Source: an optimization exercise on an open RTL-to-GDS flow (aim: small area, a short achievable clock period and few clock cycles). Production flows keep margins and buffers that such runs may drop. The RTL was checked by simulation tests, not by an equivalence proof against the original design. Power is estimated from default activity; no workload was simulated.

try-garnet:
==> flow/design.v <==
module maze(clk, reset, start_i, row_i, action_o, coord_o);
    input clk, reset, start_i;
    input [15:0] row_i;
    output reg [1:0] action_o;
    output [5:0] coord_o;
    localparam [1:0] A_IDLE = 2'b00, A_IN = 2'b01, A_CAL = 2'b10, A_OUT = 2'b11;
    reg [63:0] s1, s0;
    reg [3:0]  cnt;
    reg [1:0]  T;       
    reg [1:0]  dm;      
    reg        tgt;     
    reg [7:0]  cpos, rpos;
    wire load = (action_o == A_IN) & ~cnt[3];
    wire walk = (action_o == A_OUT);
    wire [7:0] in1, in0, isst;
    genvar g;
    generate for (g = 0; g < 8; g = g + 1) begin : col
        assign in1[g]  =  row_i[15-2*g] &  row_i[14-2*g];
        assign in0[g]  = ~row_i[15-2*g] &  row_i[14-2*g];
        assign isst[g] =  row_i[15-2*g] & ~row_i[14-2*g];
    end endgenerate
    wire       found = load & |isst;
    wire       last  = load & (cnt[2:0] == 3'd7);    
    wire [7:0] ldr   = {8{load}} & (8'd1 << cnt[2:0]);
    reg [63:0] x1, x0;
    integer k;
    always @* begin
        x1 = s1;
        x0 = s0;
        for (k = 7; k < 64; k = k + 8) begin
            x1[k] = last ? in1[k >> 3] : s1[k];
            x0[k] = last ? in0[k >> 3] : s0[k];
        end
    end
    wire [63:0] ROW0 = 64'h0101010101010101;
    wire [63:0] ROW7 = 64'h8080808080808080;
    wire [63:0] nb  = ((x1 >> 1) & ~ROW7) | ((x1 << 1) & ~ROW0) | (x1 >> 8) | (x1 << 8);
    wire [63:0] nw  = nb & ~x1 & ~x0 & {64{~load | last}};
    wire        lab = T[1] ^ T[0];       
    always @(posedge clk) begin
        for (k = 0; k < 64; k = k + 1) begin
            if (ldr[k & 7] & ((k & 7) != 7)) begin
                s1[k] <= in1[k >> 3];
                s0[k] <= in0[k >> 3];
            end else begin
                s1[k] <= x1[k] | nw[k];
                s0[k] <= x0[k] | (nw[k] & lab);
            end
        end
    end
    wire [63:0] G = s1 & ~(s0 ^ {64{tgt}});
    reg  [7:0] cv, rv;    
    integer a, b;
    always @* begin
        for (a = 0; a < 8; a = a + 1) begin
            cv[a] = 1'b0;
            rv[a] = 1'b0;
            for (b = 0; b < 8; b = b + 1) begin
                cv[a] = cv[a] | (cpos[b] & G[b*8+a]);
                rv[a] = rv[a] | (rpos[b] & G[a*8+b]);
            end
        end
    end
    wire up    = |(rpos[7:1] & cv[6:0]);
    wire down  = |(rpos[6:0] & cv[7:1]);
    wire left  = |(cpos[7:1] & rv[6:0]);
    wire right = |(cpos[6:0] & rv[7:1]);
    wire reach = up | down | left | right;
    function [2:0] enc(input [7:0] x);
        enc = {|x[7:4], x[2] | x[3] | x[6] | x[7], x[1] | x[3] | x[5] | x[7]};
    endfunction
    wire [2:0] cc = enc(cpos);
    wire [2:0] cr = enc(rpos);
    assign coord_o = {cc, cr};
    wire mu = walk & up;
    wire md = walk & ~up & down;
    wire mv = walk & ~(up | down);           
    wire ml = mv & left;
    wire mr = mv & ~left;
    wire hold = ~found & ~walk;
    wire pd = cc[0] ^ cr[0] ^ row_i[4] ^ row_i[0];    
    always @(posedge clk) begin
        rpos <= ({8{found}} & (8'd1 << cnt[2:0])) | ({8{hold | mv}} & rpos)
              | ({8{mu}} & (rpos >> 1)) | ({8{md}} & (rpos << 1));
        cpos <= ({8{found}} & isst) | ({8{hold | mu | md}} & cpos)
              | ({8{ml}} & (cpos >> 1)) | ({8{mr}} & (cpos << 1));
    end
    always @(posedge clk) begin
        if (load & ~last) T <= 2'd0;
        else              T <= T + 2'd1;
        if (walk)                  dm <= dm - 2'd1;
        else if (action_o == A_IN) dm <= {~pd, pd};
        else                       dm <= T + 2'd1;
        tgt <= (walk & ~dm[1]) | (~walk & ~load & ((reach & tgt) | (~reach & lab)));
    end
    always @(posedge clk or posedge reset) begin
        if (reset) begin
            action_o <= A_IDLE;
            cnt <= 4'd0;
        end else begin
            case (action_o)
                A_IDLE: begin
                    cnt <= 4'd0;
                    if (start_i) action_o <= A_IN;
                end
                A_IN: begin
                    cnt <= cnt + 4'd1;
                    if (cnt[3]) action_o <= reach ? A_OUT : A_CAL;
                end
                A_CAL: if (reach) action_o <= A_OUT;
                A_OUT: if (!reach) action_o <= A_IDLE;    
            endcase
        end
    end
endmodule
==> flow/config.mk <==
export PLATFORM = sky130hd
export DESIGN_NAME = maze
export DESIGN_NICKNAME = maze
export VERILOG_FILES = /design/flow/design.v
export SDC_FILE = /design/flow/constraint.sdc
export NUM_CORES = 4
export LEC_CHECK = 0
export ABC_AREA = 1
export CAP_MARGIN = 20
export CORE_MARGIN = 2
export CORE_UTILIZATION = 40
export CTS_BUF_LIST = sky130_fd_sc_hd__clkbuf_4 sky130_fd_sc_hd__clkbuf_8
export CTS_CLUSTER_DIAMETER = 80
export CTS_CLUSTER_SIZE = 30
export SETUP_SLACK_MARGIN = 1.0
export SLEW_MARGIN = 20
==> flow/constraint.sdc <==
create_clock -name core_clock -period 3.7 [get_ports {clk}]
set_input_delay 0.7400 -clock core_clock [delete_from_list [all_inputs] [get_ports {clk}]]
set_output_delay 0.7400 -clock core_clock [all_outputs]
set_load 0.01 [all_outputs]
run.sh (not shown) runs the stock make flow with config.mk's settings and CLKGATE_MAP_FILE= SYNTH_SCRIPT=/design/flow/synth_recipe.tcl, a recipe that flattens the netlist after the stock synthesis.
try-garnet finished all stages; the layout is clean.
Testbench counts of try-garnet, summed over its fixed seeds: cycles 39,396.
> inputs changed (try-garnet -> try-cedar)
- CTS_CLUSTER_SIZE: 30 -> unset
- CORE_UTILIZATION: 40 -> 60
- CTS_BUF_LIST: sky130_fd_sc_hd__clkbuf_4 sky130_fd_sc_hd__clkbuf_8 -> unset
- PLACE_DENSITY: unset -> 0.75
- CTS_CLUSTER_DIAMETER: 80 -> unset
==> comparison <==
try-cedar completed end to end with timing, DRC and antenna clean. [compare] base=try-garnet new=try-cedar: worst hold slack across all endpoints moved up, number of violations reported at the end of detailed-routing iteration 0 higher, clock-buffer cell count rose 3, worst-case headroom to the max-slew limit -2.5 points.
### try-cedar -> try-xenon
- changing CORE_UTILIZATION from 60 to 40
- changing SETUP_SLACK_MARGIN from 1.0 to 1.3
- removing PLACE_DENSITY (formerly 0.75)
--- outcome ---
From try-cedar to try-xenon the numbers moved as follows: data required time of the worst path went up 1.12 ns; number of well taps went up 125; final area went up about 7%. Floorplan row count, try-cedar and try-xenon: smaller value in try-cedar. Looking at proportion of cell area spent on the clock network across try-cedar and try-xenon, the one that comes out higher is try-cedar. try-cedar consumes less power than try-xenon. The highest metal layer used by the detailed router comes out met5 in one run and met4 in the other, namely in try-cedar and try-xenon respectively.

afterwards: timing with drivers on the ports:
How much do the figures lean on ideal ports? The routed layouts below were timed once more, with nothing changed but the port constraints.
Step 1 assumes that a clkbuf_16 drives the clock port and a buf_2 every other input.
Step 2 also shifts input and output timing later by t, the mid clock arrival at the registers, as if the neighbouring blocks saw the same clock.
Three values: ideal, step 1, step 2; two values: the first two.
run | t (ns) | setup WS [ns] | hold slack, ns | worst setup path at the end | slew at the worst register clock pin (ns)
try-garnet | 0.512 | 0.966 / 0.921 / 0.760 | 0.460 / 0.436 / 0.466 | input to register | 0.10 / 0.10
try-cedar | 0.487 | 1.030 / 0.983 / 0.852 | 0.463 / 0.463 / 0.463 | input to register | 0.07 / 0.07
try-xenon | 0.475 | 1.156 / 1.156 / 0.969 | 0.460 / 0.460 / 0.460 | input to register | 0.07 / 0.07
After both steps setup and hold are still met in every run listed. The setup slack of try-garnet, which loses most, moves by -0.045 ns with the drivers and by -0.206 ns with both steps.
